This is an optimization exercise on Yosys and OpenROAD, whose aim is small area, not a production implementation.
Only simulation tests tie the RTL to the original design; equivalence was not proved.
The clock port is modelled as an ideal driver; clocking choices that lean on that would not hold on a real chip.
No activity file was given, so power comes from the tool's default toggle rates.

**flow/flow/run.sh**
```bash
#!/bin/bash
# Standard ORFS layout with: the standard synthesis re-mapped for area (flip-flops
# untouched, equivalence proven, else the standard netlist is kept), the smallest
# buffer on each port, a clock tree of small clock buffers without dummy loads
# (leaves upsized where the clock slew is high), and cells with spare slack
# downsized after placement.
set -euo pipefail
W=$PWD
R=$W/orfs/results/$FLOW_PLATFORM/iic_if/base
YOSYS=$FLOW_HOME/../tools/install/yosys/bin/yosys
[[ -x $YOSYS ]] || YOSYS=yosys
export BUFFER_PORTS_ARGS="-buffer_cell sky130_fd_sc_hd__buf_1"
export CTS_ARGS="-sink_clustering_enable -repair_clock_nets -dont_use_dummy_load -buf_list sky130_fd_sc_hd__clkbuf_4 -sink_clustering_size 20"
export POST_CTS_TCL="$W/flow/post_cts.tcl"
export POST_RESIZE_TCL="$W/flow/post_resize.tcl"

bash standard.sh synth > synth.log 2>&1

export REMAP_LIB=$FLOW_HOME/platforms/$FLOW_PLATFORM/lib/sky130_fd_sc_hd__tt_025C_1v80.lib
export REMAP_DONT_USE=$W/flow/dont_use.txt
export REMAP_ABC=$W/flow/remap.abc
export REMAP_TOP=$FLOW_TOP
export REMAP_IN=$W/std_synth.v
export REMAP_OUT=$W/remap_synth.v
cp $R/1_2_yosys.v $REMAP_IN
if $YOSYS -c $W/flow/remap.tcl > remap.log 2>&1 && $YOSYS -c $W/flow/eqv.tcl > remap_eqv.log 2>&1; then
  echo "remap: using the re-mapped netlist" | tee -a remap.log
  cp $REMAP_OUT $R/1_2_yosys.v
  rm -f $R/1_synth.odb $R/1_synth.sdc
  bash standard.sh synth > synth2.log 2>&1
else
  echo "remap: failed, keeping the standard netlist" | tee -a remap.log
fi

bash standard.sh > standard.log 2>&1
```
**flow/flow/dont_use.txt**
```
sky130_fd_sc_hd__lpflow_bleeder_1
sky130_fd_sc_hd__lpflow_clkbufkapwr_1
sky130_fd_sc_hd__lpflow_clkbufkapwr_16
sky130_fd_sc_hd__lpflow_clkbufkapwr_2
sky130_fd_sc_hd__lpflow_clkbufkapwr_4
sky130_fd_sc_hd__lpflow_clkbufkapwr_8
sky130_fd_sc_hd__lpflow_clkinvkapwr_1
sky130_fd_sc_hd__lpflow_clkinvkapwr_16
sky130_fd_sc_hd__lpflow_clkinvkapwr_2
sky130_fd_sc_hd__lpflow_clkinvkapwr_4
sky130_fd_sc_hd__lpflow_clkinvkapwr_8
sky130_fd_sc_hd__lpflow_decapkapwr_12
sky130_fd_sc_hd__lpflow_decapkapwr_3
sky130_fd_sc_hd__lpflow_decapkapwr_4
sky130_fd_sc_hd__lpflow_decapkapwr_6
sky130_fd_sc_hd__lpflow_decapkapwr_8
sky130_fd_sc_hd__lpflow_inputiso0n_1
sky130_fd_sc_hd__lpflow_inputiso0p_1
sky130_fd_sc_hd__lpflow_inputiso1n_1
sky130_fd_sc_hd__lpflow_inputiso1p_1
sky130_fd_sc_hd__lpflow_inputisolatch_1
sky130_fd_sc_hd__lpflow_isobufsrc_1
sky130_fd_sc_hd__lpflow_isobufsrc_16
sky130_fd_sc_hd__lpflow_isobufsrc_2
sky130_fd_sc_hd__lpflow_isobufsrc_4
sky130_fd_sc_hd__lpflow_isobufsrc_8
sky130_fd_sc_hd__lpflow_isobufsrckapwr_16
sky130_fd_sc_hd__lpflow_lsbuf_lh_hl_isowell_tap_1
sky130_fd_sc_hd__lpflow_lsbuf_lh_hl_isowell_tap_2
sky130_fd_sc_hd__lpflow_lsbuf_lh_hl_isowell_tap_4
sky130_fd_sc_hd__lpflow_lsbuf_lh_isowell_4
sky130_fd_sc_hd__lpflow_lsbuf_lh_isowell_tap_1
sky130_fd_sc_hd__lpflow_lsbuf_lh_isowell_tap_2
sky130_fd_sc_hd__lpflow_lsbuf_lh_isowell_tap_4
sky130_fd_sc_hd__probe_p_8
sky130_fd_sc_hd__probec_p_8
```
**flow/flow/eqv.tcl**
```tcl
# Prove the re-mapped netlist equivalent to the standard one (registers paired by name).
set lib $::env(REMAP_LIB)
yosys read_liberty -ignore_miss_func $lib
yosys read_verilog $::env(REMAP_IN)
yosys rename $::env(REMAP_TOP) gold
yosys read_verilog $::env(REMAP_OUT)
yosys rename $::env(REMAP_TOP) gate
yosys flatten gold gate
yosys async2sync
yosys opt_clean
yosys equiv_make gold gate equiv
yosys equiv_simple -seq 2
yosys equiv_induct
yosys equiv_status -assert
```
**flow/flow/post_cts.tcl**
```tcl
# Upsize any leaf clock buffer whose flip-flop clock pins see a slow slew.
estimate_parasitics -placement
set changed 0
foreach inst [get_cells clkbuf_*] {
  if {[get_property $inst ref_name] ne "sky130_fd_sc_hd__clkbuf_4"} { continue }
  set worst 0
  foreach opin [get_pins -of_objects $inst -filter "direction == output"] {
    foreach p [get_pins -of_objects [get_nets -of_objects $opin] -filter "direction == input"] {
      set s [get_property $p slew_max]
      if {$s > $worst} { set worst $s }
    }
  }
  if {$worst > 0.100} {
    puts "post_cts: [get_name $inst] worst sink slew $worst, upsizing"
    replace_cell $inst sky130_fd_sc_hd__clkbuf_8
    incr changed
  }
}
puts "post_cts: upsized $changed clock buffers"
if {$changed > 0} {
  estimate_parasitics -placement
  detailed_placement
  check_placement -verbose
}
```
**flow/flow/post_resize.tcl**
```tcl
# Downsize cells that have timing slack to spare (run after the placement resize step).
repair_timing -recover_power 100 -verbose
```
**flow/flow/remap.abc**
```
strash
ifraig
dc2
dch -f
amap
topo
```
**flow/flow/remap.tcl**
```tcl
# Re-map the combinational logic of the standard synthesis netlist for area.
# Flip-flop instances (names and cell types) are kept as they are.
set lib $::env(REMAP_LIB)
set dont_use {}
set f [open $::env(REMAP_DONT_USE)]
foreach c [split [read $f] "\n"] { if {$c ne ""} { lappend dont_use -dont_use $c } }
close $f
yosys read_liberty -overwrite -setattr liberty_cell -ignore_miss_func $lib
yosys read_verilog -overwrite $::env(REMAP_IN)
yosys hierarchy -top $::env(REMAP_TOP)
# sequential cells and tie cells stay as instances
foreach m [yosys tee -q -s result.string ls] {}
foreach c {dfrtp dfstp dfxtp edfxtp dfrbp dfbbp dfbbn dfsbp edfxbp dfrtn dfxbp sdfrtp sdfstp sdfxtp dlxtp dlxtn dlrtp conb} {
  foreach d {1 2 4} {
    catch { yosys setattr -mod -set keep_hierarchy 1 sky130_fd_sc_hd__${c}_$d }
  }
}
yosys flatten
yosys opt -purge
yosys abc -liberty $lib -script $::env(REMAP_ABC) {*}$dont_use
yosys opt_clean -purge
yosys stat -liberty $lib
yosys select -module $::env(REMAP_TOP)
yosys write_verilog -noattr -selected $::env(REMAP_OUT)
```
**flow/standard.sh**
```bash
#!/bin/bash
# synth_recipe.tcl (not shown) runs the flow's synth.tcl, then flattens the netlist and writes it again
# the make line also repeats each setting of config.mk as NAME=value (left out here)
make -C /OpenROAD-flow-scripts/flow DESIGN_CONFIG=/design/flow/config.mk WORK_HOME=/design/flow/orfs CLKGATE_MAP_FILE= SYNTH_SCRIPT=/design/flow/synth_recipe.tcl "${@:-finish}"
```
**flow/config.mk**
```make
export PLATFORM = sky130hd
export DESIGN_NAME = iic_if
export DESIGN_NICKNAME = iic_if
export VERILOG_FILES = /design/flow/design.v
export SDC_FILE = /design/flow/constraint.sdc
export NUM_CORES = 4
export LEC_CHECK = 0
export ABC_AREA = 1
export CAP_MARGIN = 20
export CORE_MARGIN = 2
export CORE_UTILIZATION = 65
export PLACE_DENSITY = 0.75
export SLEW_MARGIN = 20
```
**flow/constraint.sdc**
```tcl
create_clock -name core_clock -period 5.0 [get_ports {MCK}]
set_input_delay 1.0000 -clock core_clock [delete_from_list [all_inputs] [get_ports {MCK}]]
set_output_delay 1.0000 -clock core_clock [all_outputs]
set_load 0.01 [all_outputs]
```
**flow/design.v**
```verilog
module		iic_if
(
	input			RSTN,
	input			MCK,
	input			iSCL,
	input			iSDA,
	output			SDO,				 
	input	[ 6:0]	SLAVE,				 
	input	[ 3:0]	SDO_MARGIN,			 
	output	reg		SLAVE_EN,
	input	[31:0]	MDO,
	output	[15:0]	MAD,
	output	[31:0]	MDI,
	output	[31:0]	MBE,
	output			MWE,
	output			MRE
);
	reg				SCL;
	always @(posedge MCK or negedge RSTN) begin
		if(!RSTN)			SCL <= 1'd1;
		else				SCL <= iSCL;
	end
	reg				SDA;
	always @(posedge MCK or negedge RSTN) begin
		if(!RSTN)			SDA <= 1'd0;
		else				SDA <= iSDA;
	end
	reg				SCL_Q;
	always @(posedge MCK or negedge RSTN) begin
		if(!RSTN)			SCL_Q <= 1'd1;
		else				SCL_Q <= SCL;
	end
	reg				SDA_Q;
	always @(posedge MCK or negedge RSTN) begin
		if(!RSTN)			SDA_Q <= 1'd0;
		else				SDA_Q <= SDA;
	end
	wire			SCL_RE = SCL & ~SCL_Q;
	wire			SCL_FE = ~SCL & SCL_Q;
	wire			SDA_RE = SDA & ~SDA_Q;
	wire			SDA_FE = ~SDA & SDA_Q;
	reg				SP_T1;
	always @(posedge MCK or negedge RSTN) begin
		if(!RSTN)		SP_T1 <= 1'd0;
		else if(SDA_FE)	SP_T1 <= SCL;
	end
	reg				SP_T2;
	always @(posedge MCK or negedge RSTN) begin
		if(!RSTN)		SP_T2 <= 1'd0;
		else if(SCL_RE)	SP_T2 <= SP_T1;
	end
	wire			SP = SP_T1 & ~SP_T2;
	reg				EP;
	always @(posedge MCK or negedge RSTN) begin
		if(!RSTN)		EP <= 1'd1;
		else if(SDA_RE)	EP <= SCL;
	end
	wire			SDA_EN = ~EP | SP_T1;
	reg		[ 3:0]	SDA_CNT;
	wire			SDA_CNT_RS = SDA_CNT == 4'h8;
	wire			SDA_CNTE = SDA_CNT == 4'd7;
	always @(posedge MCK or negedge RSTN) begin
		if(!RSTN)			SDA_CNT <= 4'h0;
		else if(SCL_RE) begin
			if(SP | ~SDA_EN | SDA_CNT_RS)	SDA_CNT <= 4'h0;
			else							SDA_CNT <= SDA_CNT + 4'h1;
		end
	end
	reg		[ 2:0]	DCNT;
	always @(posedge MCK or negedge RSTN) begin
		if(!RSTN)			DCNT <= 3'd0;
		else if(SCL_RE) begin
			if(SP)			DCNT <= 3'd0;
			else if(SDA_CNT_RS & (~&DCNT))	DCNT <= DCNT + 3'd1;
		end
	end
	reg		[ 2:0]	RCNT;
	reg				RCNT_SCL;
	always @(posedge MCK) begin
		if(SCL_RE | SDA_RE)	RCNT <= 3'd0;
		else if(~&RCNT)		RCNT <= RCNT + 3'd1;
		if(SCL_RE)			RCNT_SCL <= 1'd1;
		else if(SDA_RE)		RCNT_SCL <= 1'd0;
	end
	wire			RCNT5 = RCNT == 3'd5;
	wire			ACT = SDA_CNT_RS & RCNT_SCL & RCNT5;
	reg		[ 7:0]	SDA_SFT;
	always @(posedge MCK or negedge RSTN) begin
		if(!RSTN)			SDA_SFT <= 8'hFF;
		else if(SCL_RE & ~SDA_CNTE)	SDA_SFT <= {SDA_SFT[6:0], SDA};
	end
	wire			ID_OK_T = SDA_SFT[7:1] == SLAVE;
	reg				ID_OK_T2;
	wire			SDA_SFT1_CT = SDA_CNTE & (DCNT == 3'd0);
	always @(posedge MCK or negedge RSTN) begin
		if(!RSTN)			ID_OK_T2 <= 1'd0;
		else if(SCL_RE) begin
			if(SDA_SFT1_CT)	ID_OK_T2 <= ID_OK_T;
			else if(SP)		ID_OK_T2 <= 1'd0;
		end
	end
	wire			ID_OK = ID_OK_T2 | (SDA_SFT1_CT & ID_OK_T);
	reg				RW;
	always @(posedge MCK or negedge RSTN) begin
		if(!RSTN)			RW <= 1'd0;
		else if(SCL_RE) begin
			if(SDA_SFT1_CT)	RW <= SDA_SFT[0];
			else if(RW & SDA_CNTE & SDA)	RW <= 1'd0;
		end
	end
	reg				RW_1D;
	always @(posedge MCK or negedge RSTN) begin
		if(!RSTN)			RW_1D <= 1'd0;
		else if(SCL_RE)		RW_1D <= RW;
	end
	reg		[ 7:0]	ADH;
	wire			ADH_CT = SDA_CNTE & ((DCNT == 3'd1) | ((DCNT == 3'd2) & (SP | ~SDA_EN)));
	always @(posedge MCK) begin
		if(SCL_RE & ADH_CT)	ADH <= SDA_SFT;
	end
	wire			ADE = ACT & (DCNT == 3'd2) & ID_OK_T2 & ~RW_1D;
	reg		[15:0]	MAD16;
	always @(posedge MCK or negedge RSTN) begin
		if(!RSTN)			MAD16 <= 16'd0;
		else if(ADE)		MAD16 <= {ADH, SDA_SFT};
	end
	reg		[31:0]	SDA_SFT3;
	wire			SDA_SFT3_CT = SDA_CNTE & (DCNT >= 3'd3) & (~RW);
	always @(posedge MCK or negedge RSTN) begin
		if(!RSTN)			SDA_SFT3 <= 32'd0;
		else if(SCL_RE) begin
			if(~SDA_EN)		SDA_SFT3 <= 32'hFFFFFFFF;
			else if(SDA_SFT3_CT)	SDA_SFT3 <= {SDA_SFT, SDA_SFT3[31:8]};
		end
	end
	wire			WEN = (DCNT == 3'd6) & SDA_CNT_RS & ~RW_1D & ID_OK_T2;
	reg				WARM;
	wire			MWE_T = WARM & ~WEN & EP & RCNT5;
	always @(posedge MCK or negedge RSTN) begin
		if(!RSTN)			WARM <= 1'd0;
		else if(WEN)		WARM <= 1'd1;
		else if(MWE_T)		WARM <= 1'd0;
	end
	wire			MRE_T = ACT & (DCNT != 3'd0) & RW_1D & ID_OK_T2;
	assign			MRE   = ACT & (DCNT == 3'd0) & RW & ID_OK_T2;
	assign			MAD = 	MAD16;
	assign			MDI = 	{32{~RW}} & SDA_SFT3;
	assign			MBE = 	{32{MWE_T}};
	assign			MWE = 	MWE_T;
	reg		[31:0]	MDO32;
	always @(posedge MCK or negedge RSTN) begin
		if(!RSTN)			MDO32 <= 32'd0;
		else if(MRE)		MDO32 <= MDO;
		else if(MRE_T)		MDO32 <= {8'd0,MDO32[31:8]};
	end
	reg				MDO_OK;
	always @(posedge MCK or negedge RSTN) begin
		if(!RSTN)			MDO_OK <= 1'd0;
		else if(MRE)		MDO_OK <= 1'd1;
	end
	wire			REN_T = RW & (~SDA_CNTE);
	wire			REN = ID_OK & REN_T;
	reg		[ 3:0]	SBIT;
	always @(posedge MCK or negedge RSTN) begin
		if(!RSTN)			SBIT <= 4'd8;
		else if(SCL_FE) begin
			if(SDA_CNT_RS)	SBIT <= 4'd0;
			else if(REN & ~SBIT[3])	SBIT <= SBIT + 4'd1;
		end
	end
	wire			SDO_T = SBIT[3] | MDO32[~SBIT[2:0]];
	wire			ACK_T1 = (~RW) & SDA_EN & SDA_CNTE;
	reg				ACK;
	always @(posedge MCK or negedge RSTN) begin
		if(!RSTN)			ACK <= 1'd0;
		else if(SCL_FE)		ACK <= ACK_T1 & ID_OK;
	end
	reg				REN_NT;
	always @(posedge MCK or negedge RSTN) begin
		if(!RSTN)			REN_NT <= 1'd0;
		else if(SCL_FE)		REN_NT <= REN;
	end
	wire			REN_N = REN_NT & ~EP;
	wire			SDO_T2 = REN_N ? SDO_T : ~ACK;
	reg				SDO_V;
	reg		[ 4:0]	SDO_P;
	always @(posedge MCK or negedge RSTN) begin
		if(!RSTN) begin
			SDO_V <= 1'd1;
			SDO_P <= 5'd0;
		end
		else begin
			SDO_V <= SDO_T2;
			if(SDO_T2 ^ SDO_V)	SDO_P <= {1'b0, SDO_MARGIN} + 5'd3;
			else if(|SDO_P)		SDO_P <= SDO_P - 5'd1;
		end
	end
	assign			SDO = SDO_V ^ (|SDO_P);
	always @(posedge MCK or negedge RSTN) begin
		if(!RSTN)			SLAVE_EN <= 1'd0;
		else if(SCL_FE)		SLAVE_EN <= (REN_T|ACK_T1)&(~ID_OK);
	end
endmodule
```
==> impl_metrics.yaml, run 1 <==
power:
  seq_power_share_pct: 54.1
  combPwrFrac_pct: 25.9
  clkPwrFrac_pct: 20.0
  swShare_pct: 32.7
  p_switching_w: 0.000848
  p_leak_nw: 2.38
  ir_drop_uv: 217
  p_int_w: 0.00174
  powerDensity_nw_per_um2: 413
run_status:
  outcome: "no timing/DRC/antenna violations"
drt:
  num_vias: 4319
  wire_per_inst_um: 14.8
  ant_nets: 0
  drtIter0Drc: 211
  wirelength_mm: 11.4
  drt_pass1_iterations: 5
  vias_per_cell: 5.59
  drc_errors: 0
place:
  portBuffers: 130
  routabilityCongestion: 0.927
  placed_cells: 753
  dpl.hpwl_mm: 8.18
setup_path:
  crit_path_max_incr_delay_ns: 0.50
  r2r_end: "MDO32[1]"
  cp_max_fo: 11
  worst-setup-path-type: "reg -> out"
  startpoint: "SDA_CNT[2]"
  path_depth: 7
  r2r-start: "SDA_CNT[2]"
  r2r_setup_slack_ns: 1.23
  critPathArrivalTime_ns: 3.05
  slowest_stage: "nor4_1"
  ff2ff_path_depth: 8
  cp.required_ns: 4.00
  startpoint_type: "flop"
  cp_cell_sequence: "nor4_1 > clkinv_1 > or3_1 > or2_0 > nor3_1 > clkbuf_1 > buf_1"
  path_buf_inv: 3
  crit_family: "simple AND/OR/NAND/NOR gates"
  crit_path_end_kind: "primary output"
  crit_end: "MRE"
global_route:
  groute.usage.overall_pct: 26.8
  grt_overflow: 0
  antenna_found_initial: 0
  grt_max_degree: 47
  grt_pass1_vias: 4112
  grt_pass1_wl_mm: 18.6
sta:
  timing.slew.headroom_pct: 46.9
  final_hold_viol_count: 0
  finalSetupViolCount: 0
  fin_worst_skew_ns: 0.0310
  worst_pin_slew_ns: 0.776
  min_period_ns: 4.05
  fmax_mhz: 247
  slew_violations: 0
  rsz0062_at_grt: "no"
  fin_crit_sh_pct: 81.1
  fin_setup_tns_ns: 0
synthesis:
  syn-num-nets: 558
  avgSynthCellArea_um2: 10.6
  synth_cells: 511
  yosysWarnings: 1
  synth.cell_area_um2: 5400
worst_hold_path:
  hp-class: "reg -> reg"
floorplan:
  die_height_um: 95.2
  initial_utilization_pct: 66.4
  die_w_um: 95.2
  core_area_um2: 8130
  fp-row-count: 33
  ioPinCount: 131
  die_area_um2: 9060
clock_tree:
  path_clk_slew_ns: 0.08
  clock_latency_ns: 0.41
  cts_tree: "done"
  cts.sinks: 131
finish:
  instances_no_fill: 772
  final_nets: 716
  antenna_cells: 0
  layout-drive-gt1-share_pct: 4.50
  area_growth_pct: 16.0
flow_run:
  cap_violations: 0
==> area by class of cell <==
| type | count | area [µm²] |
|---|---|---|
| sequential | 131 | 3310 |
| fill | 597 | 1860 |
| multi-input combinational | 299 | 1810 |
| timing repair buffer | 139 | 554 |
| inverter | 81 | 304 |
| clock buffer | 17 | 159 |
| tap | 105 | 131 |
==> flip-flops by register name, indices dropped and copies added (netlist names), 3 cells and up <==
register	count
SDO_P	5
SDA_CNT	4
MDO32	32
SDA_SFT	8
ADH	8
MAD16	16
DCNT	3
SBIT	4
SDA_SFT3	32
RCNT	3
==> worst min-delay path by stage <==
stage | end | cells after the start | from
global route | SCL_Q | 0 | SCL
floorplan | SDA_Q | 0 | SDA
global placement | SDA_Q | 0 | SDA
detailed placement | SDA_Q | 0 | SDA
finish | SDA_Q | 0 | SDA
==> power groups by stage <==
stage / logic [W] / registers [W] / clock network, W
final: 0.000672 / 0.00140 / 0.000518
after global routing: 0.000762 / 0.00143 / 0.000568
after detailed placement: 0.000676 / 0.00143 / 0
after floorplan: 0.000456 / 0.00140 / 0
after global placement: 0.000656 / 0.00142 / 0
==> worst reg2reg max path, stage by stage (launching register included) <==
cell	delay, ns
dfrtp_1	0.40
nor4_1	0.50
clkinv_1	0.27
or3_1	0.37
or2_0	0.24
nor3_1	0.19
clkbuf_1	0.49
clkinv_1	0.70
o221a_1	0.49
==> stage by stage <==
stage	util [%]	setup WS, ns	cell area (µm²)	hold slack (ns)	total power (W)
3_5_place_dp	74.6	0.537	6070	0.376	0.00210
3_3_place_gp	75.0	1.29	6100	0.368	0.00208
6_report	77.1	0.947	6270	0.402	0.00259
5_1_grt	77.1	0.689	6270	0.415	0.00276
2_1_floorplan	-	0.217	5420	0.361	0.00186
==> cells in the final DEF (no fill, tap or decap), types with 2 or more instances in the layout <==
| cell type | count |
|---|---|
| a2111oi_0 | 2 |
| a211oi_1 | 2 |
| a21oi_1 | 13 |
| a221oi_1 | 21 |
| a22o_1 | 8 |
| a22oi_1 | 3 |
| a31oi_1 | 2 |
| buf_1 | 129 |
| buf_4 | 3 |
| clkbuf_1 | 3 |
| clkbuf_2 | 2 |
| clkbuf_4 | 12 |
| clkbuf_8 | 5 |
| clkinv_1 | 81 |
| dfrtp_1 | 106 |
| dfstp_1 | 10 |
| dfstp_2 | 3 |
| dfxtp_1 | 4 |
| edfxtp_1 | 8 |
| nand2_1 | 36 |
| nand3_1 | 3 |
| nor2_1 | 57 |
| nor2b_1 | 33 |
| nor3_1 | 6 |
| nor4_1 | 3 |
| o21ai_0 | 31 |
| o221a_1 | 5 |
| o22a_1 | 32 |
| o22ai_1 | 19 |
| o32ai_1 | 5 |
| or3_1 | 3 |
==> per-layer routing <==
layer	GRT usage, %	vias up	share of wire (%)
met5	0	-	0
met4	9.54	0	1.5
met2	45.1	132	51
met3	7.27	21	5.5
met1	33.5	2044	42
li1	-	2122	-
==> run 2: changes to the inputs <==
--- a/flow/flow/run.sh
+++ b/flow/flow/run.sh
@@ -20,10 +20,21 @@
 export REMAP_DONT_USE=$W/flow/dont_use.txt
-export REMAP_ABC=$W/flow/remap.abc
 export REMAP_TOP=$FLOW_TOP
 export REMAP_IN=$W/std_synth.v
-export REMAP_OUT=$W/remap_synth.v
 cp $R/1_2_yosys.v $REMAP_IN
-if $YOSYS -c $W/flow/remap.tcl > remap.log 2>&1 && $YOSYS -c $W/flow/eqv.tcl > remap_eqv.log 2>&1; then
-  echo "remap: using the re-mapped netlist" | tee -a remap.log
-  cp $REMAP_OUT $R/1_2_yosys.v
+# try several ABC scripts; keep the smallest netlist proven equivalent
+best=""; best_area=""
+for abc in $W/flow/remap*.abc; do
+  n=$(basename $abc .abc)
+  export REMAP_ABC=$abc REMAP_OUT=$W/$n.v
+  if $YOSYS -c $W/flow/remap.tcl > $n.log 2>&1 && $YOSYS -c $W/flow/eqv.tcl > ${n}_eqv.log 2>&1; then
+    a=$(grep "Chip area for top module" $n.log | tail -1 | awk '{print $NF}')
+    echo "remap: $n area $a (proven equivalent)" | tee -a remap.log
+    if [[ -z $best_area ]] || awk -v a=$a -v b=$best_area 'BEGIN{exit !(a<b)}'; then best=$REMAP_OUT; best_area=$a; fi
+  else
+    echo "remap: $n failed" | tee -a remap.log
+  fi
+done
+if [[ -n $best ]]; then
+  echo "remap: using $best ($best_area)" | tee -a remap.log
+  cp $best $R/1_2_yosys.v
   rm -f $R/1_synth.odb $R/1_synth.sdc
@@ -31,3 +42,3 @@
 else
-  echo "remap: failed, keeping the standard netlist" | tee -a remap.log
+  echo "remap: keeping the standard netlist" | tee -a remap.log
 fi
--- a/flow/flow/eqv.tcl
+++ b/flow/flow/eqv.tcl
@@ -8,2 +8,4 @@
 yosys flatten gold gate
+# pair only ports and registers: hide the netlists' auto-generated names
+yosys rename -hide gold/w:_* gate/w:_* gold/c:_* gate/c:_*
 yosys async2sync
==> flow/flow/remap1.abc (new file) <==
strash
ifraig
dc2
dch -f
amap
topo
==> flow/flow/remap2.abc (new file) <==
strash
dc2
dch -f
amap
topo
==> flow/flow/remap3.abc (new file) <==
strash
dch -f
amap
topo
==> flow/flow/remap4.abc (new file) <==
strash
ifraig
resub -K 8
dc2
dch -f
amap
topo
==> flow/flow/remap5.abc (new file) <==
strash
dc2
dch -f
amap
strash
dc2
dch -f
amap
topo
==> flow/flow/remap6.abc (new file) <==
strash
ifraig
drw
drf
dc2
dch -f
amap
topo
--- a/flow/config.mk
+++ b/flow/config.mk
@@ -8,3 +8,3 @@
 export ABC_AREA = 1
-export CAP_MARGIN = 20
+export CAP_MARGIN = 0
 export CORE_MARGIN = 2
@@ -12,2 +12,2 @@
 export PLACE_DENSITY = 0.75
-export SLEW_MARGIN = 20
+export SLEW_MARGIN = 0
removed: flow/flow/remap.abc
==> run 2 against run 1 <==
  * Die area shrank 1.4%
  * Area after synthesis shrank 1.4%
  * Final area is 1.7% lower
  * Sequential power down 6%
  * Register-to-register slack gained 0.48 ns
  * Final cell count decreased by 1.0%
  * Clock-buffer cell count stayed put
  * Largest power group unchanged
  * Global-route usage grew 0.81 points
==> impl_metrics.yaml, run 2 <==
place:
  routabilityCongestion: 0.885
  portBuffers: 130
  dpl.hpwl_mm: 8.30
  placed_cells: 746
clock_tree:
  path_clk_slew_ns: 0.08
  cts_tree: "done"
  cts.sinks: 131
  clock_latency_ns: 0.42
floorplan:
  die_w_um: 94.5
  die_height_um: 94.5
  fp-row-count: 33
  core_area_um2: 8090
  die_area_um2: 8930
  ioPinCount: 131
  initial_utilization_pct: 65.8
finish:
  final_cell_mix: "buf_1 (129), dfrtp_1 (106), nor2_1 (80)"
  layout_commonest_cell: "buf_1"
  seq_area_um2: 3310
  final_core_utilization_pct: 76.2
  nFillCells: 569
  layout-drive-gt1-share_pct: 4.25
  antenna_cells: 0
  instances_no_fill: 764
  area_growth_pct: 15.7
  final_nets: 708
  reg.largest.list: "MDO32 x32, SDA_SFT3 x32, MAD16 x16"
  multi_input_area_um2: 1800
synthesis:
  syn-num-nets: 552
  avgSynthCellArea_um2: 10.5
  yosysWarnings: 1
  synth_cells: 505
  synth.cell_area_um2: 5330
drt:
  num_vias: 4382
  wirelength_mm: 11.8
  vias_per_cell: 5.74
  top_layer: "met4"
  drt_pass1_iterations: 5
  wire_per_inst_um: 15.5
  wl_met1_mm: 5.07
  ant_nets: 0
  routed-wl-met2_mm: 5.71
  drtIter0Drc: 265
  dr_wl_met3_um: 800
  drc_errors: 0
sta:
  fin_crit_sh_pct: 70.3
  finalSetupViolCount: 0
  fmax_mhz: 284
  min_period_ns: 3.52
  slew_violations: 0
  rsz0062_at_grt: "no"
  fin_setup_tns_ns: 0
  final_hold_viol_count: 0
  fin_worst_skew_ns: 0.0334
  timing.slew.headroom_pct: 24.5
  worst_pin_slew_ns: 1.13
global_route:
  grt_max_degree: 47
  grt_overflow: 0
  grt_pass1_wl_mm: 18.7
  grt_pass1_vias: 4050
  groute.usage.overall_pct: 27.6
  antenna_found_initial: 0
setup_path:
  ff2ff_path_depth: 9
  crit_path_end_kind: "primary output"
  startpoint_type: "flop"
  worst-setup-path-type: "reg -> out"
  cp_max_fo: 11
  critPathArrivalTime_ns: 2.52
  cp.required_ns: 4.00
worst_hold_path:
  whs_path_depth: 0
  hp-class: "reg -> reg"
power:
  combPwrFrac_pct: 22.6
  clkPwrFrac_pct: 22.1
  powerDensity_nw_per_um2: 383
  p_int_w: 0.00161
  seq_power_share_pct: 55.4
  ir_drop_uv: 211
  p_leak_nw: 2.42
  p_switching_w: 0.000748
  swShare_pct: 31.7
flow_run:
  cap_violations: 0
run_status:
  outcome: "no timing/DRC/antenna violations"
run 2: cell type report:
class | count | area share, %
sequential | 131 | 53.8
multi-input combinational | 317 | 29.2
timing repair buffer | 137 | 8.83
inverter | 57 | 3.47
clock buffer | 17 | 2.58
tap | 105 | 2.13
run 2: per-layer routing:
| metal | vias to the layer above | global-route usage, % |
|---|---|---|
| li1 | 2115 | - |
| met1 | 2057 | 36.4 |
| met2 | 182 | 44.2 |
| met3 | 28 | 7.34 |
| met4 | 0 | 10.9 |
| met5 | - | 0 |
run 2: metrics by stage:
| step | hold WS [ns] | cell area, µm² | power [W] | setup WS [ns] |
|---|---|---|---|---|
| 2_1_floorplan | 0.361 | 5330 | 0.00167 | 0.694 |
| 3_3_place_gp | 0.367 | 6000 | 0.00184 | 2.01 |
| 3_5_place_dp | 0.378 | 5980 | 0.00186 | 1.58 |
| 5_1_grt | 0.402 | 6160 | 0.00249 | 1.19 |
| 6_report | 0.387 | 6160 | 0.00236 | 1.48 |
run 2: path summary, 6_finish.rpt:
path / from / endpoint / slack (ns)
setup / recovery: SDA_CNT[2] / MRE / 1.48
hold / removal: SCL / SCL_Q / 0.39
setup reg to reg: SDA_CNT[2] / MDO32[6] / 1.71
hold reg to reg: SCL / SCL_Q / 0.39
max in group asynchronous: RSTN / SBIT[3] / 3.48
min in group asynchronous: RSTN / SDA_SFT3[13] / 0.44
run 2: worst max-delay path, cell delays in order, from the launching register on:
cell,delay [ns]
dfrtp_1,0.41
nor4_1,0.36
buf_4,0.19
nand4_1,0.11
or2_0,0.24
nor3_1,0.14
clkbuf_1,0.45
buf_1,0.20
run 2: power by group through the flow:
stage | combinational [W] | sequential, W | clock [W]
after floorplan | 0.000348 | 0.00132 | 0
after global placement | 0.000510 | 0.00133 | 0
after detailed placement | 0.000531 | 0.00133 | 0
after global routing | 0.000598 | 0.00132 | 0.000572
final | 0.000533 | 0.00131 | 0.000521
==> run 3: changes to the inputs <==
--- a/flow/config.mk
+++ b/flow/config.mk
@@ -8,3 +8,3 @@
 export ABC_AREA = 1
-export CAP_MARGIN = 0
+export CAP_MARGIN = 20
 export CORE_MARGIN = 2
@@ -12,2 +12,2 @@
 export PLACE_DENSITY = 0.75
-export SLEW_MARGIN = 0
+export SLEW_MARGIN = 20
==> run 3 against run 2 <==
  * Combinational power is essentially flat
  * Register-to-register slack hardly changed
  * Critical endpoint unchanged
  * First-iteration DRC count is 13% higher
  * Largest cell class unchanged
==> impl_metrics.yaml, run 3 <==
floorplan:
  initial_utilization_pct: 65.8
  fp-row-count: 33
  die_height_um: 94.5
  die_w_um: 94.5
  ioPinCount: 131
  core_area_um2: 8090
  die_area_um2: 8930
power:
  p_leak_nw: 2.42
  powerDensity_nw_per_um2: 383
  finalPower_w: 0.00236
  ir_drop_uv: 211
finish:
  reg.largest.list: "MDO32 x32, SDA_SFT3 x32, MAD16 x16"
  final_nets: 708
  layout-drive-gt1-share_pct: 4.55
  antenna_cells: 0
  area_growth_pct: 15.6
  layout_commonest_cell: "buf_1"
  final_cell_mix: "buf_1 (129), dfrtp_1 (106), nor2_1 (80)"
  final_core_utilization_pct: 76.1
place:
  portBuffers: 130
  dpl.hpwl_mm: 8.30
  routabilityCongestion: 0.885
setup_path:
  worst-setup-path-type: "reg -> out"
  critPathArrivalTime_ns: 2.52
  cp_max_fo: 11
  startpoint_type: "flop"
  crit_path_end_kind: "primary output"
  cp.required_ns: 4.00
drt:
  vias_per_cell: 5.70
  wire_per_inst_um: 15.5
  ant_nets: 0
  wl_met1_mm: 5.15
  drt_pass1_iterations: 5
  wirelength_mm: 11.8
  num_vias: 4353
  drtIter0Drc: 299
  routed-wl-met2_mm: 5.65
  drc_errors: 0
  dr_wl_met3_um: 789
  top_layer: "met4"
global_route:
  grt_pass1_vias: 4050
  grt_pass1_wl_mm: 18.7
  grt_overflow: 0
  grt_max_degree: 47
  groute.usage.overall_pct: 27.6
  antenna_found_initial: 0
synthesis:
  yosysWarnings: 1
  syn-num-nets: 552
  avgSynthCellArea_um2: 10.5
  synth.cell_area_um2: 5330
  synth_cells: 505
sta:
  slew_violations: 0
  rsz0062_at_grt: "no"
  fmax_mhz: 284
  final_hold_viol_count: 0
  fin_setup_tns_ns: 0
  finalSetupViolCount: 0
  fin_crit_sh_pct: 70.4
  min_period_ns: 3.52
  fin_worst_skew_ns: 0.0306
  timing.slew.headroom_pct: 40.0
  holdWs_ns: 0.387
  worst_pin_slew_ns: 0.896
clock_tree:
  cts.sinks: 131
  cts_tree: "done"
  path_clk_slew_ns: 0.08
  clock_latency_ns: 0.41
worst_hold_path:
  hp-class: "reg -> reg"
run_status:
  outcome: "no timing/DRC/antenna violations"
flow_run:
  cap_violations: 0
-- run 3: through the flow --
step                worst slack [ns]  cells  area, µm²
finish                          1.48    764       6160
global route                    1.19    764       6160
detailed placement              1.58    746       5980
global placement                2.01    746       6000
floorplan                      0.694    505       5330
-- run 3: worst max-delay path, cell delays in order (launching register included) --
cell      delay, ns
dfrtp_1        0.41
nor4_1         0.36
buf_4          0.19
nand4_1        0.11
or2_0          0.24
nor3_1         0.14
clkbuf_1       0.45
buf_1          0.20
-- run 3: where the power goes --
part / internal [W] / switching [W]
combinational: 0.000201 / 0.000330
clock: 0.000200 / 0.000317
sequential: 0.00121 / 0.0000958
-- run 3: path summary, 6_finish.rpt --
kind	startpoint	endpoint	slack [ns]	cells past startpoint
max	SDA_CNT[2]	MRE	1.48	7
min reg2reg	SCL	SCL_Q	0.39	0
max reg2reg	SDA_CNT[2]	MDO32[6]	1.71	9
max in group asynchronous	RSTN	SBIT[3]	3.40	2
min	SCL	SCL_Q	0.39	0
min in group asynchronous	RSTN	SDA_SFT3[27]	0.62	1
-- run 3: cell type report --
type                       count  area, µm²
sequential                   131       3310
fill                         578       1930
multi-input combinational    317       1800
timing repair buffer         137        538
inverter                      57        214
clock buffer                  17        159
tap                          105        131
-- run 3: per-layer routing --
metal,vias to the layer above,track usage [%]
li1,2112,-
met1,2036,36.4
met2,179,44.2
met3,26,7.34
met4,0,10.9
met5,-,0
==> run 4: changes to the inputs <==
--- a/flow/design.v
+++ b/flow/design.v
@@ -18,10 +18,6 @@
 	reg				SCL;
-	always @(posedge MCK or negedge RSTN) begin
-		if(!RSTN)			SCL <= 1'd1;
-		else				SCL <= iSCL;
-	end
 	reg				SDA;
-	always @(posedge MCK or negedge RSTN) begin
-		if(!RSTN)			SDA <= 1'd0;
-		else				SDA <= iSDA;
+	always @(posedge MCK) begin
+		SCL <= iSCL;
+		SDA <= iSDA;
 	end
@@ -33,5 +29,4 @@
 	reg				SDA_Q;
-	always @(posedge MCK or negedge RSTN) begin
-		if(!RSTN)			SDA_Q <= 1'd0;
-		else				SDA_Q <= SDA;
+	always @(posedge MCK) begin
+		SDA_Q <= SDA;
 	end
@@ -110,6 +105,5 @@
 	end
-	reg				RW_1D;
-	always @(posedge MCK or negedge RSTN) begin
-		if(!RSTN)			RW_1D <= 1'd0;
-		else if(SCL_RE)		RW_1D <= RW;
+	reg				RW_1D;				 
+	always @(posedge MCK) begin
+		if(SCL_RE)			RW_1D <= RW;
 	end
==> flow/flow/remap7.abc (new file) <==
strash
dc2
dch -f
amap -m
topo
==> flow/flow/remap8.abc (new file) <==
strash
dc2
irw
dch -f
amap
topo
==> flow/flow/remap9.abc (new file) <==
strash
&get -n
&deepsyn -T 20
&put
dc2
dch -f
amap
topo
==> flow/flow/remapa.abc (new file) <==
strash
&get -n
&deepsyn -T 20 -S 7
&put
dch -f
amap
topo
==> flow/flow/remapb.abc (new file) <==
strash
ifraig
dc2
dch -f
amap -m
topo
==> run 4 against run 3 <==
  * Global-route usage is 0.46 points lower
  * Clock-buffer cell count stayed put
  * Area after synthesis is 0.54% lower
  * Non-clock buffer count is 2 higher
  * Final area is 0.41% lower
  * Die area is 0.51% lower
  * First-iteration DRC count is 10% lower
  * Register-to-register slack worse by 0.07 ns
  * Sequential cell count stayed put
  * Routed wire length is 2.6% lower
  * Critical endpoint unchanged
  * Largest cell class unchanged
  * Largest power group unchanged
  * Highest routed layer unchanged
==> impl_metrics.yaml, run 4 <==
sta:
  fmax_mhz: 273
  fin_worst_skew_ns: 0.0309
  timing.slew.headroom_pct: 38.8
  rsz0062_at_grt: "no"
  fin_setup_tns_ns: 0
  final_hold_viol_count: 0
  fin_crit_sh_pct: 73.3
  worst_pin_slew_ns: 0.918
  slew_violations: 0
  finalSetupViolCount: 0
  min_period_ns: 3.66
finish:
  nFillCells: 547
  layout_commonest_cell: "buf_1"
  area_growth_pct: 15.8
  final_cell_mix: "buf_1 (129), dfrtp_1 (103), clkinv_1 (74)"
  final_core_utilization_pct: 78.6
  reg.largest.list: "MDO32 x32, SDA_SFT3 x32, MAD16 x16"
  final_nets: 683
  layout-drive-gt1-share_pct: 5.21
  antenna_cells: 0
global_route:
  antenna_found_initial: 0
  grt_pass1_vias: 3991
  groute.usage.overall_pct: 27.2
  grt_overflow: 0
  grt_pass1_wl_mm: 18.5
  grt_max_degree: 71
drt:
  wirelength_mm: 11.5
  drt_pass1_iterations: 6
  drtIter0Drc: 269
  ant_nets: 0
  vias_per_cell: 5.91
  drc_errors: 0
  wire_per_inst_um: 15.6
  num_vias: 4348
floorplan:
  core_area_um2: 7810
  ioPinCount: 131
  initial_utilization_pct: 67.9
  fp-row-count: 32
  die_w_um: 94.3
  die_height_um: 94.3
  die_area_um2: 8890
power:
  p_switching_w: 0.000843
  seq_power_share_pct: 54.7
  p_leak_nw: 2.44
  combPwrFrac_pct: 26.2
  clkPwrFrac_pct: 19.1
  swShare_pct: 33.0
  powerDensity_nw_per_um2: 417
  ir_drop_uv: 216
  p_int_w: 0.00171
setup_path:
  crit_path_end_kind: "primary output"
  startpoint_type: "flop"
  cp.required_ns: 4.00
  worst-setup-path-type: "reg -> out"
  r2r_setup_slack_ns: 1.64
  cp_max_fo: 33
  critPathArrivalTime_ns: 2.66
flow_run:
  cap_violations: 0
run_status:
  outcome: "no timing/DRC/antenna violations"
clock_tree:
  path_clk_slew_ns: 0.09
  clock_latency_ns: 0.41
  cts_tree: "done"
  cts.sinks: 131
place:
  routabilityCongestion: 0.879
  portBuffers: 130
  dpl.hpwl_mm: 8.19
synthesis:
  synth.cell_area_um2: 5300
  synth_cells: 478
  avgSynthCellArea_um2: 11.1
  yosysWarnings: 1
  syn-num-nets: 525
worst_hold_path:
  hp-class: "reg -> reg"
[run 4: worst paths after layout]
check                      cells after the start      endpoint        from
setup / recovery                               7           MRE  SDA_CNT[1]
hold / removal                                 0         SCL_Q         SCL
setup reg to reg                              11  SDA_SFT3[27]         SCL
hold reg to reg                                0         SCL_Q         SCL
max in group asynchronous                      2      MDO32[8]        RSTN
min in group asynchronous                      1   SDA_SFT3[8]        RSTN
[run 4: worst max-delay path, stage by stage, from the launching register on]
cell and delay (ns):
dfrtp_1 0.41, clkinv_1 0.07, nand4_1 0.16, or2_0 0.31, or3_1 0.41, nor3_2 0.13
clkbuf_2 0.54, buf_1 0.22
[run 4: power groups by stage]
stage / registers, W / logic, W / clock network [W]
after floorplan: 0.00139 / 0.000443 / 0
after global placement: 0.00141 / 0.000648 / 0
after detailed placement: 0.00142 / 0.000673 / 0
after global routing: 0.00142 / 0.000757 / 0.000538
final: 0.00140 / 0.000671 / 0.000488
[run 4: per-layer routing]
| metal | wire length [µm] | vias up | GRT usage [%] | part of all wire [%] |
|---|---|---|---|---|
| met3 | 745 | 21 | 6.42 | 6.5 |
| met4 | 163 | 0 | 7.00 | 1.4 |
| li1 | - | 2044 | - | - |
| met5 | 0 | - | 0 | 0 |
| met2 | 5600 | 175 | 44.0 | 49 |
| met1 | 5000 | 2108 | 37.4 | 43 |
[run 4: metrics by stage]
| step | hold slack (ns) | cells | setup WS [ns] | power, W | cell area, µm² |
|---|---|---|---|---|---|
| 5_1_grt | 0.306 | 736 | 1.13 | 0.00272 | 6130 |
| 2_1_floorplan | 0.301 | 478 | 0.629 | 0.00184 | 5300 |
| 6_report | 0.300 | 736 | 1.34 | 0.00256 | 6130 |
| 3_3_place_gp | 0.303 | 718 | 2.01 | 0.00206 | 6000 |
| 3_5_place_dp | 0.312 | 718 | 1.18 | 0.00209 | 5970 |
[run 4: area by class of cell]
cell class,instances,area [µm²],share of cell area [%]
inverters,74,278,4.53
clock buffers,17,146,2.39
well taps,102,128,2.08
flip-flops and latches,131,3300,53.8
multi-input cells,273,1730,28.2
repair buffers,139,547,8.91
==> run 5: changes to the inputs <==
--- a/flow/flow/run.sh
+++ b/flow/flow/run.sh
@@ -23,15 +23,7 @@
 cp $R/1_2_yosys.v $REMAP_IN
-# try several ABC scripts; keep the smallest netlist proven equivalent
-best=""; best_area=""
-for abc in $W/flow/remap*.abc; do
-  n=$(basename $abc .abc)
-  export REMAP_ABC=$abc REMAP_OUT=$W/$n.v
-  if $YOSYS -c $W/flow/remap.tcl > $n.log 2>&1 && $YOSYS -c $W/flow/eqv.tcl > ${n}_eqv.log 2>&1; then
-    a=$(grep "Chip area for top module" $n.log | tail -1 | awk '{print $NF}')
-    echo "remap: $n area $a (proven equivalent)" | tee -a remap.log
-    if [[ -z $best_area ]] || awk -v a=$a -v b=$best_area 'BEGIN{exit !(a<b)}'; then best=$REMAP_OUT; best_area=$a; fi
-  else
-    echo "remap: $n failed" | tee -a remap.log
-  fi
-done
+# try several ABC scripts in parallel; keep the smallest netlist proven equivalent
+ls $W/flow/remap*.abc | xargs -P ${NUM_CORES:-4} -I{} bash $W/flow/remap_one.sh {} $W $YOSYS > remap_results.txt
+cat remap_results.txt >> remap.log
+best=$(grep -v '^failed' remap_results.txt | sort -g | head -1 | awk '{print $2}' || true)
+best_area=$(grep -v '^failed' remap_results.txt | sort -g | head -1 | awk '{print $1}' || true)
 if [[ -n $best ]]; then
==> flow/flow/remap_one.sh (new file) <==
#!/bin/bash
# re-map with one ABC script and prove the result equivalent; prints "area file" on success
abc=$1; W=$2; YOSYS=$3
n=$(basename $abc .abc)
export REMAP_ABC=$abc REMAP_OUT=$W/$n.v
if $YOSYS -c $W/flow/remap.tcl > $W/$n.log 2>&1 && $YOSYS -c $W/flow/eqv.tcl > $W/${n}_eqv.log 2>&1; then
  echo "$(grep 'Chip area for top module' $W/$n.log | tail -1 | awk '{print $NF}') $REMAP_OUT"
else
  echo "failed $REMAP_OUT"
fi
==> flow/flow/remapd1.abc (new file) <==
strash
&get -n
&deepsyn -T 30 -S 1
&put
dch -f
amap
topo
==> flow/flow/remapd2.abc (new file) <==
strash
&get -n
&deepsyn -T 30 -S 2
&put
dch -f
amap
topo
==> flow/flow/remapd3.abc (new file) <==
strash
&get -n
&deepsyn -T 30 -S 3
&put
dch -f
amap
topo
==> flow/flow/remapd4.abc (new file) <==
strash
&get -n
&deepsyn -T 30 -S 4
&put
dch -f
amap
topo
==> flow/flow/remapd5.abc (new file) <==
strash
&get -n
&deepsyn -T 30 -S 5
&put
dch -f
amap
topo
==> flow/flow/remapd6.abc (new file) <==
strash
&get -n
&deepsyn -T 30 -S 6
&put
dch -f
amap
topo
==> flow/flow/remapd7.abc (new file) <==
strash
&get -n
&deepsyn -T 30 -S 7
&put
dch -f
amap
topo
==> flow/flow/remapd8.abc (new file) <==
strash
&get -n
&deepsyn -T 30 -S 8
&put
dch -f
amap
topo
removed: flow/flow/remap9.abc
removed: flow/flow/remapa.abc
==> run 5 against run 4 <==
  * Critical path depth fell by 3
  * Final area fell by 0.18%
  * Setup slack got worse by 0.14 ns
  * Via count fell by 3.9%
  * Die area fell by 0.82%
  * Register-to-register slack got worse by 0.21 ns
  * Combinational power fell by 9.8%
  * Utilization rose by 0.26 points
  * Critical endpoint unchanged
  * Final cell count fell by 3.0%
  * Fmax fell by 3.7%
  * Total power fell by 1.9%
==> impl_metrics.yaml, run 5 <==
run_status:
  outcome: "no timing/DRC/antenna violations"
finish:
  nFillCells: 521
  layout-drive-gt1-share_pct: 5.72
  stdcell_area_um2: 6120
  final_cell_mix: "buf_1 (129), dfrtp_1 (103), clkinv_1 (59)"
  reg.largest.list: "MDO32 x32, SDA_SFT3 x32, MAD16 x16"
  final_nets: 661
  final_core_utilization_pct: 78.8
  area_growth_pct: 16.6
  antenna_cells: 0
  layout_commonest_cell: "buf_1"
power:
  p_leak_nw: 2.42
  ir_drop_uv: 200
  powerDensity_nw_per_um2: 410
synthesis:
  yosysWarnings: 1
  syn-num-nets: 503
  synth.cell_area_um2: 5250
  synth_cells: 456
  avgSynthCellArea_um2: 11.5
setup_path:
  cp_max_fo: 34
  crit_family: "buffers and inverters"
  ff2ff_path_depth: 12
  r2r-start: "SCL"
  cp_cell_sequence: "clkinv_1 > nor4_2 > clkbuf_2 > buf_1"
  cp.required_ns: 4.00
  worst-setup-path-type: "reg -> out"
  r2r_setup_slack_ns: 1.43
  startpoint_type: "flop"
  slowest_stage: "dfrtp_1"
  crit_path_max_incr_delay_ns: 1.01
  path_buf_inv: 3
  crit_path_end_kind: "primary output"
  path_depth: 4
  critPathArrivalTime_ns: 2.80
  r2r_end: "SDA_SFT3[20]"
worst_hold_path:
  min_to: "SCL_Q"
  min_from: "SCL"
  hp-class: "reg -> reg"
  whs_path_depth: 0
clock_tree:
  cts.sinks: 131
  clock_latency_ns: 0.41
  cts_tree: "done"
  path_clk_slew_ns: 0.09
floorplan:
  core_area_um2: 7770
  fp-row-count: 32
  die_height_um: 93.9
  initial_utilization_pct: 67.6
  die_area_um2: 8820
  die_w_um: 93.9
  ioPinCount: 131
sta:
  min_period_ns: 3.80
  fin_crit_sh_pct: 76.1
  fin_worst_skew_ns: 0.0272
  slew_violations: 0
  timing.slew.headroom_pct: 28.9
  finalSetupViolCount: 0
  worst_pin_slew_ns: 1.06
  rsz0062_at_grt: "no"
  fin_setup_tns_ns: 0
  fmax_mhz: 263
  final_hold_viol_count: 0
flow_run:
  cap_violations: 0
global_route:
  grt_overflow: 0
  use_met2_pct: 41.8
  grt_pass1_wl_mm: 18.3
  grt.busiest_layer: "met2"
  antenna_found_initial: 0
  grt_max_degree: 41
  groute.usage.overall_pct: 26.9
  grt_pass1_vias: 3919
  met1_usage_pct: 37.6
  gr-usage-met3_pct: 6.58
drt:
  drc_errors: 0
  drt_pass1_iterations: 5
  wire_per_inst_um: 15.7
  num_vias: 4179
  vias_per_cell: 5.85
  ant_nets: 0
  wirelength_mm: 11.2
  drtIter0Drc: 304
place:
  dpl.hpwl_mm: 7.84
  routabilityCongestion: 0.922
  dpl_cell_area_um2: 5930
  portBuffers: 130
## run 5: per-stage QoR
stage	setup WS [ns]	instances	total power [W]	hold slack, ns
after detailed placement	1.03	695	0.00203	0.306
final	1.20	714	0.00251	0.336
after global placement	1.87	695	0.00201	0.303
after floorplan	0.340	456	0.00179	0.301
after global routing	0.925	714	0.00267	0.351
## run 5: area by class of cell
cell class | instances | area (µm²) | share of cell area [%]
inverter | 59 | 221 | 3.62
sequential | 131 | 3300 | 53.9
multi-input combinational | 266 | 1760 | 28.7
clock buffer | 17 | 153 | 2.49
timing repair buffer | 139 | 562 | 9.17
tap | 102 | 128 | 2.08
## run 5: worst max path at each step
stage,from,end
floorplan,RW,MRE
global placement,SLAVE[5],SBIT[2]
detailed placement,SCL,SDA_SFT3[4]
global route,RW,MRE
finish,RW,MRE
## run 5: report_power, final
group | internal [W] | total (W) | switching, W
combinational | 0.000275 | 0.000605 | 0.000330
sequential | 0.00124 | 0.00141 | 0.000164
clock | 0.000192 | 0.000497 | 0.000306
total | 0.00171 | 0.00251 | 0.000799
## run 5: metal layers
| layer | up-vias | share of wire (%) |
|---|---|---|
| met5 | - | 0 |
| li1 | 1995 | - |
| met3 | 19 | 8.1 |
| met2 | 201 | 48 |
| met1 | 1964 | 42 |
| met4 | 0 | 1.4 |
==> run 6: changes to the inputs <==
--- a/flow/design.v
+++ b/flow/design.v
@@ -179,3 +179,4 @@
 	reg				SDO_V;
-	reg		[ 4:0]	SDO_P;
+	reg		[ 4:0]	SDO_P;				 
+	wire			SDO_PE = SDO_P == 5'b11101;
 	always @(posedge MCK or negedge RSTN) begin
@@ -183,3 +184,3 @@
 			SDO_V <= 1'd1;
-			SDO_P <= 5'd0;
+			SDO_P <= 5'b11101;
 		end
@@ -187,7 +188,7 @@
 			SDO_V <= SDO_T2;
-			if(SDO_T2 ^ SDO_V)	SDO_P <= {1'b0, SDO_MARGIN} + 5'd3;
-			else if(|SDO_P)		SDO_P <= SDO_P - 5'd1;
+			if(SDO_T2 ^ SDO_V)	SDO_P <= {1'b0, SDO_MARGIN};
+			else if(~SDO_PE)	SDO_P <= SDO_P - 5'd1;
 		end
 	end
-	assign			SDO = SDO_V ^ (|SDO_P);
+	assign			SDO = SDO_V ^ ~SDO_PE;
 	always @(posedge MCK or negedge RSTN) begin
==> flow/flow/remape1.abc (new file) <==
strash
&get -n
&deepsyn -T 30 -S 1
&put
dch
amap
topo
==> flow/flow/remape2.abc (new file) <==
strash
&get -n
&deepsyn -T 30 -S 2
&put
dch
amap
topo
==> flow/flow/remape3.abc (new file) <==
strash
&get -n
&deepsyn -T 30 -S 3
&put
dch
amap
topo
==> flow/flow/remape4.abc (new file) <==
strash
&get -n
&deepsyn -T 30 -S 4
&put
dch
amap
topo
--- a/flow/config.mk
+++ b/flow/config.mk
@@ -10,4 +10,4 @@
 export CORE_MARGIN = 2
-export CORE_UTILIZATION = 65
-export PLACE_DENSITY = 0.75
+export CORE_UTILIZATION = 75
+export PLACE_DENSITY = 0.85
 export SLEW_MARGIN = 20
==> run 6 against run 5 <==
  * Critical path depth grew 1
  * Sequential share of layout area increased by 0.82 points
  * Worst hold slack improved by 0.023 ns
  * Synthesized cell count grew 3.9%
  * Setup slack better by 0.35 ns
  * Sequential cell count is the same
  * Non-clock buffer count down 1
  * Die area shrank 13%
  * Combinational power rose by 23%
  * Area after synthesis is 0.43% lower
  * Register-to-register slack improved by 0.20 ns
==> impl_metrics.yaml, run 6 <==
floorplan:
  die_height_um: 87.5
  die_w_um: 87.5
  die_area_um2: 7660
  ioPinCount: 131
  fp-row-count: 30
  core_area_um2: 6760
  initial_utilization_pct: 77.4
power:
  finalPower_w: 0.00263
  p_leak_nw: 2.41
  powerDensity_nw_per_um2: 435
  ir_drop_uv: 341
synthesis:
  yosysWarnings: 1
  synth_cells: 474
  avgSynthCellArea_um2: 11.0
  syn-num-nets: 521
  synth.cell_area_um2: 5230
setup_path:
  worst-setup-path-type: "reg -> out"
  r2r_end: "SDA_SFT3[10]"
  critPathArrivalTime_ns: 2.45
  cp.required_ns: 4.00
  crit_path_end_kind: "primary output"
  r2r_setup_slack_ns: 1.63
  ff2ff_path_depth: 7
  startpoint_type: "flop"
  cp_max_fo: 34
  r2r-start: "RW"
sta:
  timing.slew.headroom_pct: 35.8
  worst_pin_slew_ns: 0.956
  fin_worst_skew_ns: 0.0304
  fin_setup_tns_ns: 0
  final_hold_viol_count: 0
  setup_slack_ns: 1.55
  fin_crit_sh_pct: 69.1
  min_period_ns: 3.45
  slew_violations: 0
  fmax_mhz: 290
  rsz0062_at_grt: "no"
  finalSetupViolCount: 0
finish:
  final_cell_mix: "buf_1 (129), dfrtp_1 (99), clkinv_1 (66)"
  reg.largest.list: "MDO32 x32, SDA_SFT3 x32, MAD16 x16"
  antenna_cells: 0
  layout-drive-gt1-share_pct: 6.68
  nFillCells: 306
  layout_commonest_cell: "buf_1"
  final_nets: 678
  area_growth_pct: 15.5
place:
  place_ws_ns: 0.875
  portBuffers: 130
  routabilityCongestion: 0.805
  dpl.hpwl_mm: 8.33
drt:
  ant_nets: 0
  drc_errors: 0
  vias_per_cell: 6.18
  drtIter0Drc: 408
  wirelength_mm: 12.0
  drt_pass1_iterations: 8
  wire_per_inst_um: 16.9
  num_vias: 4380
run_status:
  outcome: "no timing/DRC/antenna violations"
flow_run:
  cap_violations: 0
global_route:
  grt_pass1_wl_mm: 19.2
  grt_overflow: 0
  groute.usage.overall_pct: 33.0
  grt_max_degree: 63
  antenna_found_initial: 0
  grt_pass1_vias: 4164
clock_tree:
  path_clk_slew_ns: 0.09
  clock_latency_ns: 0.41
  cts_tree: "done"
  cts.sinks: 131
worst_hold_path:
  min_from: "SCL"
  min_to: "SCL_Q"
  whs_path_depth: 0
  hp-class: "reg -> reg"
run 6: worst max-delay path: stages, from the launching register on:
cell      delay, ns
dfrtp_1        0.33
clkbuf_2       0.53
clkinv_1       0.39
nor3_2         0.27
buf_4          0.35
buf_1          0.19
run 6: layout make-up:
type / instances / area (µm²) / area share (%)
multi-input cells: 277 / 1690 / 27.9
well taps: 80 / 100 / 1.66
repair buffers: 138 / 547 / 9.05
inverters: 66 / 248 / 4.10
flip-flops and latches: 131 / 3310 / 54.8
clock buffers: 17 / 153 / 2.53
run 6: power by group:
part | leakage [nW] | total, W | internal, W | switching, W
registers | 1.55 | 0.00138 | 0.00127 | 0.000114
logic | 0.778 | 0.000746 | 0.000275 | 0.000470
clock network | 0.0886 | 0.000503 | 0.000192 | 0.000311
total | 2.41 | 0.00263 | 0.00173 | 0.000895
run 6: per-layer routing:
layer	vias up	part of all wire [%]	GRT usage, %
met3	30	7.4	8.72
li1	2022	-	-
met1	2102	38	41.3
met5	-	0	0
met2	226	52	55.6
met4	0	1.8	13.0
run 6: per-stage QoR:
| step | cell area (µm²) | util (%) | hold WS, ns | cells |
|---|---|---|---|---|
| global placement | 5890 | 87.2 | 0.325 | 691 |
| finish | 6040 | 89.4 | 0.359 | 709 |
| global route | 6040 | 89.4 | 0.378 | 709 |
| detailed placement | 5870 | 86.9 | 0.325 | 691 |
| floorplan | 5230 | - | 0.313 | 474 |
run 6: worst max-delay path by stage:
stage / start / end / slack [ns] / cells past startpoint
2_1_floorplan: EP / MBE[0] / 0.72 / 4
3_3_place_gp: SLAVE[2] / SBIT[2] / 1.75 / 12
3_5_place_dp: RW / SDA_SFT3[3] / 0.88 / 7
5_1_grt: SCL / SDA_SFT3[10] / 1.32 / 7
6_report: RW / MRE / 1.55 / 5
==> run 7: changes to the inputs <==
--- a/flow/config.mk
+++ b/flow/config.mk
@@ -10,4 +10,4 @@
 export CORE_MARGIN = 2
-export CORE_UTILIZATION = 75
-export PLACE_DENSITY = 0.85
+export CORE_UTILIZATION = 65
+export PLACE_DENSITY = 0.75
 export SLEW_MARGIN = 20
==> run 7 against run 6 <==
  * Still clean on timing, DRC and antenna
  * Register-to-register slack improved by 0.06 ns
  * Total power shrank 1.2%
  * Synthesized cell count unchanged
  * Sequential share of layout area decreased by 0.24 points
  * Final cell count grew 3.2%
  * Critical path depth unchanged
  * Combinational power decreased by 2%
  * Utilization fell by 11 points
  * Clock-buffer cell count did not move
  * Sequential cell count stayed put
  * Critical path type unchanged
  * Largest cell class unchanged
==> impl_metrics.yaml, run 7 <==
run_status:
  outcome: "no timing/DRC/antenna violations"
finish:
  antenna_cells: 0
  layout-drive-gt1-share_pct: 6.83
  layout_commonest_cell: "buf_1"
  multi_input_area_um2: 1690
  final_nets: 679
  area_growth_pct: 16.0
  final_cell_mix: "buf_1 (129), dfrtp_1 (99), clkinv_1 (66)"
  seq_area_um2: 3310
  reg.largest.list: "MDO32 x32, SDA_SFT3 x32, MAD16 x16"
  nFillCells: 557
floorplan:
  ioPinCount: 131
  die_area_um2: 8780
  die_height_um: 93.7
  core_area_um2: 7770
  fp-row-count: 32
  die_w_um: 93.7
  initial_utilization_pct: 67.3
sta:
  holdWs_ns: 0.338
  fmax_mhz: 294
  fin_worst_skew_ns: 0.0284
  fin_crit_sh_pct: 68.0
  timing.slew.headroom_pct: 31.5
  min_period_ns: 3.40
  worst_pin_slew_ns: 1.02
  fin_setup_tns_ns: 0
  finalSetupViolCount: 0
  slew_violations: 0
  final_hold_viol_count: 0
  rsz0062_at_grt: "no"
power:
  clkPwrFrac_pct: 18.9
  p_switching_w: 0.000872
  p_int_w: 0.00172
  combPwrFrac_pct: 28.0
  powerDensity_nw_per_um2: 428
  p_leak_nw: 2.41
  seq_power_share_pct: 53.0
  swShare_pct: 33.6
  ir_drop_uv: 364
worst_hold_path:
  min_from: "SCL"
  hp-class: "reg -> reg"
setup_path:
  r2r_setup_slack_ns: 1.69
  crit_path_end_kind: "primary output"
  r2r-start: "SDA_CNT[1]"
  slowest_stage: "clkbuf_2"
  crit_family: "buffers and inverters"
  startpoint: "RW"
  cp.required_ns: 4.00
  cp_max_fo: 34
  startpoint_type: "flop"
  path_buf_inv: 4
  cp_cell_sequence: "clkbuf_2 > clkinv_1 > nor3_2 > buf_4 > buf_1"
  critPathArrivalTime_ns: 2.40
  crit_path_max_incr_delay_ns: 0.53
  worst-setup-path-type: "reg -> out"
place:
  routabilityCongestion: 0.826
  portBuffers: 130
  dpl.hpwl_mm: 7.82
drt:
  wirelength_mm: 11.2
  vias_per_cell: 5.80
  num_vias: 4249
  drc_errors: 0
  wire_per_inst_um: 15.3
  drt_pass1_iterations: 5
  ant_nets: 0
  drtIter0Drc: 245
global_route:
  grt_overflow: 0
  groute.usage.overall_pct: 26.9
  antenna_found_initial: 0
  grt_pass1_vias: 3918
  grt_pass1_wl_mm: 18.1
  grt_max_degree: 49
synthesis:
  synth.cell_area_um2: 5230
  avgSynthCellArea_um2: 11.0
  syn-num-nets: 521
  synth_cells: 474
  yosysWarnings: 1
clock_tree:
  cts.sinks: 131
  path_clk_slew_ns: 0.08
  cts_tree: "done"
  clock_latency_ns: 0.40
flow_run:
  cap_violations: 0
==> run 7: worst paths after layout <==
| path | end | depth (start not counted) |
|---|---|---|
| max in group asynchronous | ID_OK_T2 | 2 |
| min in group asynchronous | MDO32[20] | 1 |
| setup reg to reg | MAD16[12] | 7 |
| setup / recovery | MRE | 5 |
| hold / removal | SCL_Q | 0 |
| hold reg to reg | SCL_Q | 0 |
==> run 7: power groups by stage <==
stage          logic (W)  registers [W]  clock network (W)
3_5_place_dp    0.000732        0.00140                  0
5_1_grt         0.000820        0.00140           0.000545
2_1_floorplan   0.000459        0.00139                  0
3_3_place_gp    0.000713        0.00139                  0
6_report        0.000728        0.00138           0.000492
==> run 7: through the flow <==
step / instances / power [W] / worst slack, ns / utilization (%) / cell area, µm²
2_1_floorplan: 474 / 0.00185 / 0.720 / - / 5230
3_3_place_gp: 714 / 0.00210 / 1.72 / 76.3 / 5930
3_5_place_dp: 714 / 0.00213 / 0.922 / 76.0 / 5900
5_1_grt: 732 / 0.00277 / 1.33 / 78.1 / 6070
6_report: 732 / 0.00260 / 1.60 / 78.1 / 6070
==> run 7: cell type report <==
cell class	count	share of cell area (%)
well taps	102	2.10
inverters	66	4.08
clock buffers	17	2.41
multi-input cells	277	27.8
flip-flops and latches	131	54.5
repair buffers	139	9.09
==> run 7: routing by layer <==
layer	part of all wire, %	wire [µm]	GRT usage (%)	up-vias
met5	0	0	0	-
met4	1.5	165	8.94	0
met3	7.6	845	8.19	18
met2	50	5580	43.5	156
met1	41	4570	35.1	2066
li1	-	-	-	2009

[separate check: timing with driven ports]
Ports are ideal in the flow. The routed layouts listed here were re-timed in OpenROAD. Step 1 assumes that a clkbuf_16 drives the clock port and a buf_2 every other input. Step 2 also shifts input and output timing later by t, the mid clock arrival at the registers, as if the neighbouring blocks saw the same clock. Slacks: ideal ports / drivers / drivers and shift; pairs: ideal ports / drivers.
run	shift t [ns]	slack for setup (ns)	worst register clock-pin slew, ns	cell pins on the clock port's net
run 1	0.424	0.947 / 0.915 / 1.203	0.10 / 0.10	1
run 2	0.433	1.484 / 1.450 / 1.715	0.10 / 0.10	1
run 3	0.432	1.482 / 1.446 / 1.708	0.10 / 0.10	1
run 4	0.418	1.337 / 1.310 / 1.640	0.10 / 0.10	1
run 5	0.421	1.197 / 1.168 / 1.425	0.09 / 0.09	1
run 6	0.422	1.547 / 1.516 / 1.212	0.10 / 0.10	1
run 7	0.417	1.600 / 1.568 / 1.504	0.09 / 0.09	1
After both steps every run listed still meets setup and hold. For run 6, which loses most, drivers alone change the setup slack by -0.031 ns; drivers and shift together by -0.335 ns.
